Background: an optimization exercise with open tools, aiming at small area. Do not read the settings as production practice.
Only simulation tests tie the RTL to the original design; equivalence was not proved.
Power figures rest on the tool's default switching activity, not on a simulated workload.

==> flow/design.v <==
module pong(clock, reset, h_sync, v_sync, DAC_clock, vga_R, vga_G, vga_B, left_key, right_key, blank_n, left_key1, right_key1);
input clock, reset;
output [7:0] vga_R, vga_G, vga_B;
output h_sync, v_sync, DAC_clock;
input left_key, right_key, left_key1, right_key1;
output blank_n;
reg q;                   
reg [9:0] xm, ym;        
reg kl, kr, ka, kb;      
reg kl1, kr1, ka1, kb1;  
reg [5:0] b, b1;         
reg [7:0] bx;            
reg [6:0] by;            
reg iny;
reg dirx, diry, colour;
reg xs;                  
reg pp;                  
reg cx1, cx2, cy1, cy2;  
wire lastx = (xm == 10'd793);
wire [5:0] bs = ym[8] ? b : b1;
wire [7:0] e = {1'b0, xm[9:3]} - {2'b0, bs};
wire rowp = (ym[8:4] == 5'd27) | (ym[8:4] == 5'd3);
wire paddle = rowp & ~e[7] & (e[6:0] <= 7'd14) & ((e[6:0] != 7'd0) | (xm[2:0] == 3'd7));
wire lr = (xm[9:3] == 7'd0) | (xm[9:3] == 7'd79);
wire tp = (ym[8:3] == 6'd0);
wire bt = (ym[8:3] == 6'd59);
wire border = lr | tp | bt;
wire xq = (xm[1:0] == 2'd2);
wire x0 = xq & (xm[9:2] == bx);
wire x8 = xs & xq & (xm[3:2] == bx[1:0] + 2'd2);
wire x16 = xs & xq & (xm[3:2] == bx[1:0]);
wire yq = (ym[1:0] == 2'd2);
wire y0 = yq & (ym[8:2] == by);
wire [2:0] by2 = by[2:0] + 3'd2;
wire [2:0] by4 = by[2:0] + 3'd4;
wire y8 = iny & yq & (ym[4:2] == by2);
wire r16 = iny & (ym[4:2] == by4);
wire y16 = r16 & yq;
wire y17 = r16 & (ym[1:0] == 2'd3);
wire up = q & (ka ^ kb) & kl & ~kr;
wire dn = q & (ka ^ kb) & ~kl & kr & (b != 6'd0);
wire [5:0] bt0 = {updn3(b[5:3], up & (b[2:0] != 3'd0) | dn & (b[2:0] != 3'd7), dn),
                  updn3(b[2:0], up | dn, up)};
wire up1 = q & (ka1 ^ kb1) & kl1 & ~kr1;
wire dn1 = q & (ka1 ^ kb1) & ~kl1 & kr1 & (b1 != 6'd24);
wire [5:0] bt1 = {updn3(b1[5:3], up1 & (b1[2:0] != 3'd0) | dn1 & (b1[2:0] != 3'd7), dn1),
                  updn3(b1[2:0], up1 | dn1, up1)};
function [2:0] updn3(input [2:0] v, input en, input d);
	updn3 = {en & (v[0] ^ d) & (v[1] ^ d), en & (v[0] ^ d), en};
endfunction
wire row480 = (ym == 10'd480);
wire sx = row480 & (xm[9:3] == 7'd0);
wire sy = row480 & (xm[9:3] == 7'd1) & (xm[2:0] != 3'd7);
wire fin = q & row480 & (xm == 10'd16);
wire htb = (by == 7'd1) | (by == 7'd114);
wire cin = (xm[2:0] == 3'd0) ? (xm[3] ? ~(cy1 & cy2) & ~htb : ~(cx1 & cx2)) : xs;
always @(posedge clock)
if (reset) begin
	q <= 1'b0;
	xm <= 10'd1023; ym <= 10'd0;
	kl <= 1'b0; kr <= 1'b0; ka <= 1'b0; kb <= 1'b0;
	kl1 <= 1'b0; kr1 <= 1'b0; ka1 <= 1'b0; kb1 <= 1'b0;
	b <= 6'd0; b1 <= 6'd0;
	bx <= 8'd12; by <= 7'd12;
	iny <= 1'b0;
	dirx <= 1'b0; diry <= 1'b0; colour <= 1'b0;
end else begin
	q <= ~q;
	xm <= (q & lastx) ? 10'd0 : xm + {9'd0, q};
	ym <= (q & lastx & (ym == 10'd525)) ? 10'd0 : ym + {9'd0, q & lastx};
	b <= b ^ bt0;
	b1 <= b1 ^ bt1;
	if (y0) iny <= 1'b1;
	else if (y17) iny <= 1'b0;
	if (q) begin
		kl <= left_key; kr <= right_key; ka <= kl ^ kr; kb <= ka;
		kl1 <= left_key1; kr1 <= right_key1; ka1 <= kl1 ^ kr1; kb1 <= ka1;
		if (sx) bx <= {bx[0] ^ cin, bx[7:1]};
		if (sy) by <= {by[0] ^ cin, by[6:1]};
	end
	if (fin) begin
		if (~(cx1 & cx2)) begin
			if (cx2) dirx <= 1'b1;
			else if (cx1) dirx <= 1'b0;
		end
		if (~(cy1 & cy2)) begin
			if (cy2) begin diry <= 1'b1; colour <= ~colour; end
			else if (cy1) begin diry <= 1'b0; colour <= ~colour; end
		end
	end
end
always @(posedge clock) begin
	if (q) begin
		pp <= paddle;
		if (sx) xs <= (bx[0] ^ dirx) & cin;
		else if (sy) xs <= (by[0] ^ diry) & cin;
		else if (x0) xs <= 1'b1;
		else if (x16) xs <= 1'b0;
	end
	cx1 <= ~tp & (cx1 | (border | pp) & x0 & y8);
	cx2 <= ~tp & (cx2 | (border | pp) & x16 & y8);
	cy1 <= ~tp & (cy1 | pp & x8 & y0);
	cy2 <= ~tp & (cy2 | pp & x8 & y16);
end
assign h_sync = ~((xm >= 10'd655) & (xm < 10'd747));
assign v_sync = ~((ym >= 10'd490) & (ym < 10'd492));
assign blank_n = (xm < 10'd640) & (ym < 10'd480);
assign DAC_clock = ~(q | (xm[9] & xm[8] & xm[7]));
wire ball = xs & iny & ~y16;
wire g = ball | (xm[1] ^ ym[1]);
reg r01, r26, r7, gg, b0, b1o, b26, b7;
always @* begin
	if (pp) begin
		r01 = 1; r26 = 0; r7 = 0; gg = 1; b0 = 1; b1o = 1; b26 = 1; b7 = 0;
	end else if (lr) begin
		r01 = 1; r26 = 1; r7 = 0; gg = 0; b0 = 1; b1o = 0; b26 = 0; b7 = 0;
	end else if (tp) begin
		r01 = 1; r26 = 1; r7 = 0; gg = 1; b0 = 0; b1o = 0; b26 = 0; b7 = 0;
	end else if (bt) begin
		r01 = 0; r26 = 0; r7 = 0; gg = 1; b0 = 1; b1o = 1; b26 = 1; b7 = 0;
	end else begin
		r01 = ball; r26 = ball; r7 = ball; gg = g; b0 = g; b1o = g;
		b26 = g & ~colour; b7 = g & ~colour;
	end
end
assign vga_R = {r7, {5{r26}}, {2{r01}}};
assign vga_G = {8{gg}};
assign vga_B = {b7, {5{b26}}, b1o, b0};
endmodule
==> flow/flow/run.sh <==
#!/bin/bash
# Layout flow: the standard synthesis, then the combinational logic of
# its netlist mapped again for area (ABC's amap), keeping every register
# cell and name as the standard synthesis made it; then the standard ORFS
# layout, with ports buffered by the smallest buffer and a clock tree of
# clkbuf_4 cells without dummy loads.
set -euo pipefail
WORK=$PWD
FLOW_DIR=$WORK/flow
R=$WORK/orfs/results/sky130hd/pong/base
LIB=$FLOW_HOME/platforms/sky130hd/lib/sky130_fd_sc_hd__tt_025C_1v80.lib
YOSYS=yosys
if [[ -x $FLOW_HOME/../tools/install/yosys/bin/yosys ]]; then
  YOSYS=$FLOW_HOME/../tools/install/yosys/bin/yosys
fi

# 1. standard synthesis
bash standard.sh synth > log_1_synth.txt 2>&1

# 2. remap the combinational logic
cp $R/1_2_yosys.v $WORK/std_1_2_yosys.v
DONT_USE=$(sed -n '/^export DONT_USE_CELLS/,/^$/p' $FLOW_HOME/platforms/sky130hd/config.mk \
  | grep -o 'sky130_fd_sc_hd__[A-Za-z0-9_]*' | sed 's/^/-dont_use /' | tr '\n' ' ')
cat > $WORK/remap1.ys <<EOY
read_liberty -ignore_miss_func $LIB
blackbox =sky130_fd_sc_hd__*df* =sky130_fd_sc_hd__*dl*
read_verilog $WORK/std_1_2_yosys.v
hierarchy -top pong
flatten
opt_clean -purge
techmap
opt -fast -purge
select pong
write_verilog -noattr -selected $WORK/gates.v
EOY
cat > $WORK/remap2.ys <<EOY
read_liberty -lib $LIB
read_verilog $WORK/gates.v
hierarchy -top pong
techmap
opt -fast
abc -script $FLOW_DIR/area.abc -liberty $LIB $DONT_USE
opt_clean -purge
splitnets
opt_clean -purge
hilomap -singleton -hicell sky130_fd_sc_hd__conb_1 HI -locell sky130_fd_sc_hd__conb_1 LO
insbuf -buf sky130_fd_sc_hd__buf_4 A X
opt_clean -purge
check -assert -mapped
tee -o $WORK/remap_stat.txt stat -liberty $LIB
write_verilog -noattr -nohex -nodec $WORK/remap_1_2_yosys.v
EOY
$YOSYS -s $WORK/remap1.ys > log_2_remap1.txt 2>&1
$YOSYS -s $WORK/remap2.ys > log_2_remap2.txt 2>&1
cp $WORK/remap_1_2_yosys.v $R/1_2_yosys.v
rm -f $R/1_synth.odb $R/1_synth.sdc

# 3. the rest of the standard layout
bash standard.sh \
  "BUFFER_PORTS_ARGS=-buffer_cell sky130_fd_sc_hd__buf_1" \
  "CTS_ARGS=-sink_clustering_enable -repair_clock_nets -buf_list sky130_fd_sc_hd__clkbuf_4 -dont_use_dummy_load" \
  finish > log_3_layout.txt 2>&1
==> flow/flow/area.abc <==
strash
ifraig
scorr
dc2
dch
amap
topo
==> flow/standard.sh <==
#!/bin/bash
# synth_recipe.tcl (not shown) runs the flow's synth.tcl, then flattens the netlist and writes it again
# the make line also repeats each setting of config.mk as NAME=value (left out here)
make -C /OpenROAD-flow-scripts/flow DESIGN_CONFIG=/design/flow/config.mk WORK_HOME=/design/flow/orfs CLKGATE_MAP_FILE= SYNTH_SCRIPT=/design/flow/synth_recipe.tcl "${@:-finish}"
==> flow/config.mk <==
export PLATFORM = sky130hd
export DESIGN_NAME = pong
export DESIGN_NICKNAME = pong
export VERILOG_FILES = /design/flow/design.v
export SDC_FILE = /design/flow/constraint.sdc
export NUM_CORES = 4
export LEC_CHECK = 0
export CAP_MARGIN = 20
export CORE_MARGIN = 2
export CORE_UTILIZATION = 40
export PLACE_DENSITY = 0.6
export SLEW_MARGIN = 20
==> flow/constraint.sdc <==
create_clock -name core_clock -period 20.0 [get_ports {clock}]
set_input_delay 4.0000 -clock core_clock [delete_from_list [all_inputs] [get_ports {clock}]]
set_output_delay 4.0000 -clock core_clock [all_outputs]
set_load 0.01 [all_outputs]
==> flow_summary.yaml, run 1 <==
setup_path:
  critPathRequiredTime_ns: 16.00
  reg2reg_depth: 11
  startpoint_type: "flop"
  cp-end-kind: "output pin"
  setup.worst_path.class: "flop to output pin"
  crit_top_cell: "nor2_1"
  cp_num_buf_inv: 3
  cp_top_family: "compound AO/OA/AOI/OAI gates"
  cp_max_fo: 8
  slowest_delay_ns: 0.48
  slowest_stage: "dfxtp_1"
  arrival_ns: 2.89
  path_cells: "clkinv_1 -> o22ai_1 -> clkinv_1 -> nor3_1 -> nor2_1 -> a222oi_1 -> a21oi_1 -> nor2_1 -> nor2_1 -> o21a_1 -> buf_1"
  crit_cells: 11
cts:
  clock_latency_ns: 0.40
  cts_buffers: 9
  hold_buffers: 0
  htreeDepth: 3
  clkTransAtPathRegs_ns: 0.11
  cts_tree: "done"
  post_cts.repair.setup_buffers: 0
  cts_resized: 0
  cts_root_buf: "clkbuf_4"
  clk_path_buf_depth: 2
  numClockSinks: 66
cells_and_area:
  final_layout_size_suffix_gt1_frac: 0.01949
  antenna-diode-count: 0
  final_area_um2: 3746
  fillers: 902
  syn_to_final_growth_pct: 4.284
  nNetsFinal: 521
place:
  gp_congestion: 0.8987
  place_area_um2: 3679
  io_buffers: 33
  hpwl_um: 6648
global_routing:
  grt_pass1_vias: 3180
  antenna_found_initial: 0
  grt_use_total: 0.1892
  grt_pass1_wl_um: 15100
  grt_overflow_total: 0
  grt_max_degree: 31
pwr:
  p_per_area_nw_per_um2: 63.17
  ir_worst_vdd_mv: 0.02286
  power.total_w: 0.0002366
  power.leakage_nw: 1.179
timing:
  setup_tns_ns: 0
  relSlewSlack: 0.4072
  fmaxAchievable_ghz: 0.1451
  tightest_slew_ns: 0.8837
  slew_viol_final: 0
  min_period_ns: 6.890
  rsz0062_at_grt: "false"
  post-route-period-util: 0.3445
  setup_viol_count_final: 0
  finClkSkew_ns: 0.02528
  finalHoldViolCount: 0
die:
  die_y_um: 98.77
  num_rows: 34
  die_w_um: 98.77
  start_util: 0.4119
  io_pins: 34
  die-area_um2: 9755
  fp.coreArea_um2: 8721
synthesis:
  syn_nets: 500
  yosys_warnings: 1
  syn_area_per_cell_um2: 7.272
  syn_inst: 494
  syn_area_um2: 3592
detailed_routing:
  drc: 0
  wl_um: 8946
  drt_iter0_drc: 226
  dr.pass1.iters: 5
  wire_per_inst_um: 14.41
  antenna_left: 0
  num_vias: 3458
  vias_per_cell: 5.568
worst_hold_path:
  hold_class: "flop to flop"
  hold_path_depth: 2
flow_run:
  maxCapViolCount: 0
outcome:
  status: "timing/DRC/antenna clean"
registers in the layout (all words and copies together) (netlist names), 6 cells and up:
signal / flops
b: 6
b1: 6
bx: 8
by: 7
xm: 10
ym: 10
metal layers:
layer | global-route usage | share of wire
met1 | 0.2592 | 0.48
met2 | 0.2916 | 0.45
met3 | 0.04894 | 0.055
met4 | 0.06112 | 0.015
met5 | 0 | 0
report_power, final:
part           switching, W   total, W  internal, W
sequential       0.00000578   0.000142     0.000136
combinational     0.0000214  0.0000320    0.0000106
clock             0.0000417  0.0000627    0.0000209
total             0.0000689   0.000237     0.000168
placed cells by master (no fill, tap or decap), types with 2 or more instances in the layout:
cell and count:
a221oi_1 7, a211oi_1 20, clkbuf_4 9, o221a_1 6, nor3_1 19, dfxtp_1 64
o21ai_0 32, a21oi_1 20, or2_0 6, nor2_1 93, a2111oi_0 2, o211ai_1 4
buf_1 33, nand3_1 12, nor4_1 5, or4_1 7, nand2_1 40, clkinv_1 72
or3_1 2, o32ai_1 2, edfxtp_1 2, nor2b_1 3, o21a_1 3, o221ai_1 8
o22ai_1 19, a31oi_1 7
through the flow:
stage / util / hold WS, ns / std cells / setup slack [ns]
global route: 0.4296 / 0.4939 / 621 / 12.76
finish: 0.4296 / 0.4631 / 621 / 13.11
global placement: 0.4218 / 0.4483 / 612 / 13.70
floorplan: - / 0.4338 / 494 / 13.89
detailed placement: 0.4218 / 0.4529 / 612 / 13.60
CTS: 0.4296 / 0.4643 / 621 / 13.11
worst min-delay path, cell delays in order (launching register included):
cell,delay (ns)
dfxtp_1,0.31
clkinv_1,0.06
a21oi_1,0.06
final timing paths:
kind          from  endpoint  slack [ns]
max          ym[4]  vga_B[3]       13.11
min            kl1       kl1        0.46
max reg2reg  ym[8]     by[0]       15.63
min reg2reg    kl1       kl1        0.46
area by class of cell:
class                   instances  area (µm²)  share of cell area
flip-flops and latches         66        1341              0.3581
repair buffers                 34       131.4             0.03507
well taps                     108       135.1             0.03607
clock buffers                   9       67.56             0.01804
inverters                      72       270.3             0.07214
multi-input cells             332        1800              0.4806
==> run 2, diff against run 1 <==
--- a/flow/design.v
+++ b/flow/design.v
@@ -64,6 +64,7 @@
 	bx <= 8'd12; by <= 7'd12;
 	iny <= 1'b0;
 	dirx <= 1'b0; diry <= 1'b0; colour <= 1'b0;
+	pp <= 1'b0; xs <= 1'b0;
 end else begin
 	q <= ~q;
 	xm <= (q & lastx) ? 10'd0 : xm + {9'd0, q};
@@ -77,6 +78,11 @@
 		kl1 <= left_key1; kr1 <= right_key1; ka1 <= kl1 ^ kr1; kb1 <= ka1;
 		if (sx) bx <= {bx[0] ^ cin, bx[7:1]};
 		if (sy) by <= {by[0] ^ cin, by[6:1]};
+		pp <= paddle;
+		if (sx) xs <= (bx[0] ^ dirx) & cin;
+		else if (sy) xs <= (by[0] ^ diry) & cin;
+		else if (x0) xs <= 1'b1;
+		else if (x16) xs <= 1'b0;
 	end
 	if (fin) begin
 		if (~(cx1 & cx2)) begin
@@ -90,13 +96,6 @@
 	end
 end
 always @(posedge clock) begin
-	if (q) begin
-		pp <= paddle;
-		if (sx) xs <= (bx[0] ^ dirx) & cin;
-		else if (sy) xs <= (by[0] ^ diry) & cin;
-		else if (x0) xs <= 1'b1;
-		else if (x16) xs <= 1'b0;
-	end
 	cx1 <= ~tp & (cx1 | (border | pp) & x0 & y8);
 	cx2 <= ~tp & (cx2 | (border | pp) & x16 & y8);
 	cy1 <= ~tp & (cy1 | pp & x8 & y0);
==> flow/flow/run.sh (replaced) <==
#!/bin/bash
# Layout flow: the standard synthesis; then the combinational logic of
# its netlist mapped again for area with ABC (a few scripts, the smallest
# result kept), keeping every register cell and name as the standard
# synthesis made it; then the standard ORFS layout, with ports buffered by
# the smallest buffer and a clock tree of clkbuf_4 cells without dummy loads.
set -euo pipefail
WORK=$PWD
FLOW_DIR=$WORK/flow
R=$WORK/orfs/results/sky130hd/pong/base
LIB=$FLOW_HOME/platforms/sky130hd/lib/sky130_fd_sc_hd__tt_025C_1v80.lib
YOSYS=yosys
if [[ -x $FLOW_HOME/../tools/install/yosys/bin/yosys ]]; then
  YOSYS=$FLOW_HOME/../tools/install/yosys/bin/yosys
fi

# 1. standard synthesis
bash standard.sh synth > log_1_synth.txt 2>&1

# 2. map the combinational logic again
cp $R/1_2_yosys.v $WORK/std_1_2_yosys.v
DONT_USE=$(sed -n '/^export DONT_USE_CELLS/,/^$/p' $FLOW_HOME/platforms/sky130hd/config.mk \
  | grep -o 'sky130_fd_sc_hd__[A-Za-z0-9_]*' | sed 's/^/-dont_use /' | tr '\n' ' ')
# the netlist as generic gates, with the register cells kept as they are
cat > $WORK/remap_gates.ys <<EOY
read_liberty -ignore_miss_func $LIB
blackbox =sky130_fd_sc_hd__*df* =sky130_fd_sc_hd__*dl*
read_verilog $WORK/std_1_2_yosys.v
hierarchy -top pong
flatten
opt_clean -purge
techmap
opt -fast -purge
select pong
write_verilog -noattr -selected $WORK/gates.v
EOY
$YOSYS -s $WORK/remap_gates.ys > log_2_remap_gates.txt 2>&1
best=""
best_area=""
pids=()
for s in $FLOW_DIR/map*.abc; do
  m=$(basename $s .abc)
  cat > $WORK/remap_$m.ys <<EOY
read_liberty -lib $LIB
read_verilog $WORK/gates.v
hierarchy -top pong
techmap
opt -fast
abc -script $s -liberty $LIB $DONT_USE
opt_clean -purge
splitnets
opt_clean -purge
hilomap -singleton -hicell sky130_fd_sc_hd__conb_1 HI -locell sky130_fd_sc_hd__conb_1 LO
insbuf -buf sky130_fd_sc_hd__buf_4 A X
opt_clean -purge
check -assert -mapped
tee -o $WORK/remap_$m.stat stat -liberty $LIB
write_verilog -noattr -nohex -nodec $WORK/remap_$m.v
EOY
  ( timeout 600 $YOSYS -s $WORK/remap_$m.ys > log_2_remap_$m.txt 2>&1 || true ) &
  pids+=($!)
done
for p in "${pids[@]}"; do wait $p || true; done
for s in $FLOW_DIR/map*.abc; do
  m=$(basename $s .abc)
  [[ -s $WORK/remap_$m.v && -s $WORK/remap_$m.stat ]] || continue
  a=$(grep -m1 "Chip area" $WORK/remap_$m.stat | awk '{print $NF}')
  echo "$m $a" >> log_2_remap_areas.txt
  if [[ -z $best ]] || awk -v a=$a -v b=$best_area 'BEGIN{exit !(a<b)}'; then
    best=$m; best_area=$a
  fi
done
echo "chosen $best $best_area" >> log_2_remap_areas.txt
cp $WORK/remap_$best.v $R/1_2_yosys.v
rm -f $R/1_synth.odb $R/1_synth.sdc

# 3. the rest of the standard layout
bash standard.sh \
  "BUFFER_PORTS_ARGS=-buffer_cell sky130_fd_sc_hd__buf_1" \
  "CTS_ARGS=-sink_clustering_enable -repair_clock_nets -buf_list sky130_fd_sc_hd__clkbuf_4 -dont_use_dummy_load" \
  finish > log_3_layout.txt 2>&1
==> flow/flow/map0.abc (new file) <==
strash
ifraig
scorr
dc2
dch
amap
topo
==> flow/flow/map1.abc (new file) <==
strash
&get -n
&deepsyn -T 60 -S 1
&put
dch
amap
topo
==> flow/flow/map2.abc (new file) <==
strash
&get -n
&deepsyn -T 60 -S 2
&put
dch
amap
topo
==> flow/flow/map3.abc (new file) <==
strash
&get -n
&deepsyn -T 60 -S 3
&put
dch
amap
topo
==> flow/flow/map4.abc (new file) <==
strash
&get -n
&deepsyn -T 60
&put
dch
amap
topo
removed: flow/flow/area.abc
==> run 2 against run 1 <==
  * Still clean
  * Via count shrank 4.0%
  * Sequential cell count is the same
  * Critical path depth shrank 1
  * Critical path type unchanged
  * Largest cell class unchanged
==> flow_summary.yaml, run 2 <==
die:
  io_pins: 34
  num_rows: 33
  die_y_um: 96.09
  start_util: 0.4128
  die_w_um: 96.09
  die-area_um2: 9232
  fp.coreArea_um2: 8217
cts:
  post_cts.repair.setup_buffers: 0
  clkTransAtPathRegs_ns: 0.10
  cts_root_buf: "clkbuf_4"
  cts_resized: 0
  hold_buffers: 0
  clock_latency_ns: 0.41
  cts_tree: "done"
  cts_buffers: 9
  htreeDepth: 3
  clk_path_buf_depth: 2
  numClockSinks: 66
synthesis:
  syn_inst: 468
  yosys_warnings: 1
  syn_area_per_cell_um2: 7.248
  syn_area_um2: 3392
  syn_nets: 474
pwr:
  switching_share: 0.3270
  ir_worst_vdd_mv: 0.03304
  power.leakage_nw: 1.090
  pwr-share-comb: 0.180
  seqPwrFrac: 0.576
  p_per_area_nw_per_um2: 72.61
  p_switching_w: 0.00008427
  p_clk_frac: 0.244
  internal_power_w: 0.0001735
place:
  gp_congestion: 0.9268
  io_buffers: 33
  hpwl_um: 6602
  place_area_um2: 3482
  placedCellCount: 584
timing:
  setup_viol_count_final: 0
  post-route-period-util: 0.3428
  rsz0062_at_grt: "false"
  tightest_slew_ns: 0.7305
  setup_tns_ns: 0
  relSlewSlack: 0.5088
  slew_viol_final: 0
  finClkSkew_ns: 0.02413
  fmaxAchievable_ghz: 0.1459
  min_period_ns: 6.856
  finalHoldViolCount: 0
detailed_routing:
  drt_iter0_drc: 165
  wl_um: 8611
  met2_length_um: 3772
  wire_per_inst_um: 14.52
  wl_met3_um: 383
  met1Wirelength_um: 4360
  vias_per_cell: 5.597
  antenna_left: 0
  num_vias: 3319
  dr.pass1.iters: 4
  drc: 0
  highest_layer: "met4"
cells_and_area:
  antenna-diode-count: 0
  final_cell_mix: "nor2_1 (78), clkinv_1 (75), dfxtp_1 (66)"
  stdcell_count: 593
  final_layout_size_suffix_gt1_frac: 0.02254
  top_regs: "xm x10, ym x10, bx x8"
  nNetsFinal: 496
  final_area_um2: 3550
  syn_to_final_growth_pct: 4.648
  final_common_cell: "nor2_1"
flow_run:
  maxCapViolCount: 0
global_routing:
  grt_max_degree: 21
  grt_pass1_vias: 3090
  antenna_found_initial: 0
  grt_overflow_total: 0
  grt_pass1_wl_um: 14430
  grt_use_total: 0.2020
setup_path:
  r2r-start: "xm[3]"
  cp_max_fo: 8
  arrival_ns: 2.86
  cp-end-kind: "output pin"
  crit_start: "xm[4]"
  critPathRequiredTime_ns: 16.00
  setup.worst_path.class: "flop to output pin"
  startpoint_type: "flop"
worst_hold_path:
  min_from: "bx[3]"
  hold_class: "flop to flop"
outcome:
  status: "timing/DRC/antenna clean"
-- run 2: worst paths after layout --
check,end,slack [ns],depth (start not counted)
worst max-delay path,vga_G[2],13.14,10
worst min-delay path,bx[2],0.47,2
worst max register to register,ym[9],16.24,14
worst min register to register,bx[2],0.47,2
-- run 2: cell type report --
type | count | area [µm²]
fillers | 861 | 4667
multi-input cells | 303 | 1609
flip-flops and latches | 66 | 1321
inverters | 75 | 281.5
repair buffers | 35 | 138.9
well taps | 105 | 131.4
clock buffers | 9 | 67.56
-- run 2: metal layers --
layer  track usage  vias up
li1              -     1695
met1        0.2790     1541
met2        0.3038       74
met3       0.04620        9
met4       0.07976        0
met5             0        -
-- run 2: power by group through the flow --
stage / registers [W] / clock network (W) / logic, W
global route: 0.000150 / 0.0000695 / 0.0000531
detailed placement: 0.000151 / 0 / 0.0000456
finish: 0.000148 / 0.0000629 / 0.0000464
floorplan: 0.000147 / 0 / 0.0000344
CTS: 0.000148 / 0.0000655 / 0.0000459
global placement: 0.000151 / 0 / 0.0000459
-- run 2: per-stage QoR --
step / hold WS (ns) / total power (W) / utilization / setup WS (ns)
floorplan: 0.4436 / 0.0001818 / - / 13.89
global route: 0.4948 / 0.0002723 / 0.4320 / 12.83
CTS: 0.4657 / 0.0002594 / 0.4320 / 13.17
finish: 0.4698 / 0.0002577 / 0.4320 / 13.14
global placement: 0.4584 / 0.0001969 / 0.4238 / 13.64
detailed placement: 0.4689 / 0.0001968 / 0.4238 / 13.63
-- run 2: worst max-delay path: stages, from the launching register on --
cell and delay, ns:
dfxtp_1 0.45, clkinv_1 0.26, nand3_1 0.16, nor3_1 0.05
a31oi_1 0.32, nor2_1 0.20, o41ai_1 0.31, buf_4 0.21
nor2b_1 0.08, o31ai_1 0.20, buf_1 0.21
==> run 3, diff against run 2 <==
==> flow/flow/map1.abc (replaced) <==
strash
&get -n
&deepsyn -J 200 -T 300 -S 0
&put
dch
amap
topo
==> flow/flow/map2.abc (replaced) <==
strash
&get -n
&deepsyn -J 200 -T 300 -S 1
&put
dch
amap
topo
==> flow/flow/map3.abc (replaced) <==
strash
&get -n
&deepsyn -J 200 -T 300 -S 2
&put
dch
amap
topo
==> flow/flow/map4.abc (replaced) <==
strash
&get -n
&deepsyn -J 200 -T 300 -S 3
&put
dch
amap
topo
==> flow/flow/map5.abc (new file) <==
strash
&get -n
&deepsyn -J 200 -T 300 -S 0
&put
dch
amap -F 3 -A 8
topo
==> flow/flow/map6.abc (new file) <==
strash
&get -n
&deepsyn -J 200 -T 300 -S 0
&dch
&nf -R 1000 -p -F 8 -A 8
&put
topo
==> run 3 against run 2 <==
  * Die area increased by 0.50%
  * Count of clock-buffer cells in the layout unchanged
  * Register-to-register slack improved by 0.60 ns
  * Total power increased by 0.31%
  * Setup slack got worse by 0.54 ns
  * Clock power decreased by 1%
  * Synthesized cell count decreased by 1.3%
  * Maximum frequency decreased by 7.3%
  * Worst hold slack improved by 0.0028 ns
  * Critical path depth increased by 1
  * Final area increased by 0.28%
  * Sequential share of layout area decreased by 0.10 points
==> flow_summary.yaml, run 3 <==
outcome:
  status: "timing/DRC/antenna clean"
timing:
  min_period_ns: 7.394
  setup_tns_ns: 0
  setup_viol_count_final: 0
  tightest_slew_ns: 0.6783
  relSlewSlack: 0.5439
  rsz0062_at_grt: "false"
  slew_viol_final: 0
  finClkSkew_ns: 0.03752
  fmaxAchievable_ghz: 0.1352
  post-route-period-util: 0.3697
  setup_ws_ns: 12.61
  finalHoldViolCount: 0
synthesis:
  syn_area_per_cell_um2: 7.380
  syn_inst: 462
  syn_area_um2: 3410
  syn_nets: 468
  yosys_warnings: 1
cts:
  clkTransAtPathRegs_ns: 0.11
  cts_root_buf: "clkbuf_4"
  numClockSinks: 66
  cts_tree: "done"
  post_cts.repair.setup_buffers: 0
  hold_buffers: 0
  clock_latency_ns: 0.42
  cts_resized: 0
  cts_buffers: 9
  clk_path_buf_depth: 2
  htreeDepth: 3
global_routing:
  grt_max_degree: 21
  grt_pass1_vias: 2919
  grt_pass1_wl_um: 14570
  grt_use_total: 0.2061
  grt_overflow_total: 0
  antenna_found_initial: 0
detailed_routing:
  antenna_left: 0
  vias_per_cell: 5.788
  num_vias: 3392
  wl_um: 8841
  dr.pass1.iters: 5
  drt_iter0_drc: 290
  drc: 0
  wire_per_inst_um: 15.09
die:
  die-area_um2: 9279
  die_w_um: 96.33
  fp.coreArea_um2: 8258
  io_pins: 34
  start_util: 0.4129
  die_y_um: 96.33
  num_rows: 33
setup_path:
  arrival_ns: 3.39
  setup.worst_path.class: "flop to output pin"
  path_cells: "clkinv_1 -> nand3_1 -> nor2_1 -> or3_1 -> nor2b_1 -> clkinv_1 -> nor4_1 -> nor2_1 -> nor2_1 -> or2_0 -> buf_1"
  slowest_delay_ns: 0.61
  cp-end-kind: "output pin"
  crit_top_cell: "nor2_1"
  slowest_stage: "dfxtp_1"
  critPathRequiredTime_ns: 16.00
  startpoint_type: "flop"
  cp_max_fo: 13
cells_and_area:
  syn_to_final_growth_pct: 4.404
  final_cell_mix: "clkinv_1 (78), dfxtp_1 (66), nor2_1 (65)"
  top_regs: "xm x10, ym x10, bx x8"
  antenna-diode-count: 0
  final_common_cell: "clkinv_1"
  final_layout_size_suffix_gt1_frac: 0.02079
  nNetsFinal: 489
place:
  io_buffers: 33
  hpwl_um: 6752
  gp_congestion: 0.9285
  place_ws_ns: 13.11
pwr:
  ir_worst_vdd_mv: 0.03524
  p_clk_frac: 0.241
  power.leakage_nw: 1.118
  switching_share: 0.3234
  internal_power_w: 0.0001749
  p_switching_w: 0.00008362
  pwr-share-comb: 0.177
  p_per_area_nw_per_um2: 72.63
  seqPwrFrac: 0.583
flow_run:
  maxCapViolCount: 0
worst_hold_path:
  hold_class: "flop to flop"
==> run 3: cell types whose count changed in the layout (fill, tap and decap cells not counted), sizes merged, moves of 3 or more <==
cell	before	now
a211oi	17	9
a21oi	15	19
a221oi	6	9
clkinv	75	78
nand2	36	23
nand4	2	5
nor2	78	65
o21ai	32	42
o22ai	36	30
o41ai	3	0
==> run 3: layer usage <==
metal / wire length (µm) / GRT usage / vias to the layer above / share of wire
met1: 4321 / 0.2967 / 1535 / 0.49
met3: 624 / 0.05325 / 19 / 0.071
met2: 3698 / 0.2911 / 139 / 0.42
met4: 197 / 0.08216 / 0 / 0.022
met5: 0 / 0 / - / 0
li1: - / - / 1699 / -
==> run 3: path summary, 6_finish.rpt <==
kind / from / endpoint / slack (ns) / depth (start not counted)
max: ym[8] / vga_B[6] / 12.61 / 11
min reg2reg: cx1 / dirx / 0.47 / 1
max reg2reg: xm[3] / ym[8] / 16.84 / 14
min: cx1 / dirx / 0.47 / 1
==> run 3: final cells by class <==
class / count / area [µm²]
Multi-Input combinational cell: 294 / 1615
Sequential cell: 66 / 1321
Tap cell: 105 / 131.4
Fill cell: 855 / 4698
Inverter: 78 / 292.8
Clock buffer: 9 / 67.56
Timing Repair Buffer: 34 / 131.4
==> run 3: power by group through the flow <==
stage / combinational, W / clock [W] / sequential, W
2_1_floorplan: 0.0000348 / 0 / 0.000149
3_3_place_gp: 0.0000448 / 0 / 0.000153
3_5_place_dp: 0.0000451 / 0 / 0.000153
4_1_cts: 0.0000452 / 0.0000648 / 0.000150
5_1_grt: 0.0000517 / 0.0000710 / 0.000152
6_report: 0.0000457 / 0.0000622 / 0.000151
==> run 3: worst max-delay path, delay by kind of cell, from the launching register on <==
| family | cells | cell delay (ns) |
|---|---|---|
| flops | 1 | 0.61 |
| simple gates | 8 | 1.75 |
| buf+inv | 3 | 0.62 |
==> run 3: per-stage QoR <==
step / total power (W) / std cells / util / hold slack [ns] / instance area (µm²)
floorplan: 0.0001840 / 462 / - / 0.4335 / 3410
global placement: 0.0001979 / 577 / 0.4229 / 0.4581 / 3492
detailed placement: 0.0001981 / 577 / 0.4229 / 0.4612 / 3492
CTS: 0.0002601 / 586 / 0.4311 / 0.4710 / 3560
global route: 0.0002743 / 586 / 0.4311 / 0.5035 / 3560
finish: 0.0002585 / 586 / 0.4311 / 0.4726 / 3560

==> separate check: timing with driven ports <==
In the flow no input, the clock included, has a driving cell. The finished layouts below were timed again as built, in two steps.
Step 1 sets driving cells, clkbuf_16 on the clock port and buf_2 on the other inputs (assumed; they add their load-dependent delay and slew).
Step 2 also shifts input and output timing later by t, the mid clock arrival at the registers, as if the neighbouring blocks saw the same clock.
Slacks: ideal ports / drivers / drivers and shift; pairs: ideal ports / drivers.
run | t (ns) | setup WS [ns] | slew at the worst register clock pin (ns) | worst slew at a driven data input, ns
run 1 | 0.411 | 13.110 / 13.083 / 13.494 | 0.11 / 0.11 | 0.03
run 2 | 0.424 | 13.144 / 13.115 / 13.539 | 0.11 / 0.11 | 0.03
run 3 | 0.427 | 12.606 / 12.577 / 13.004 | 0.12 / 0.12 | 0.03
After both steps every run listed still meets setup and hold.
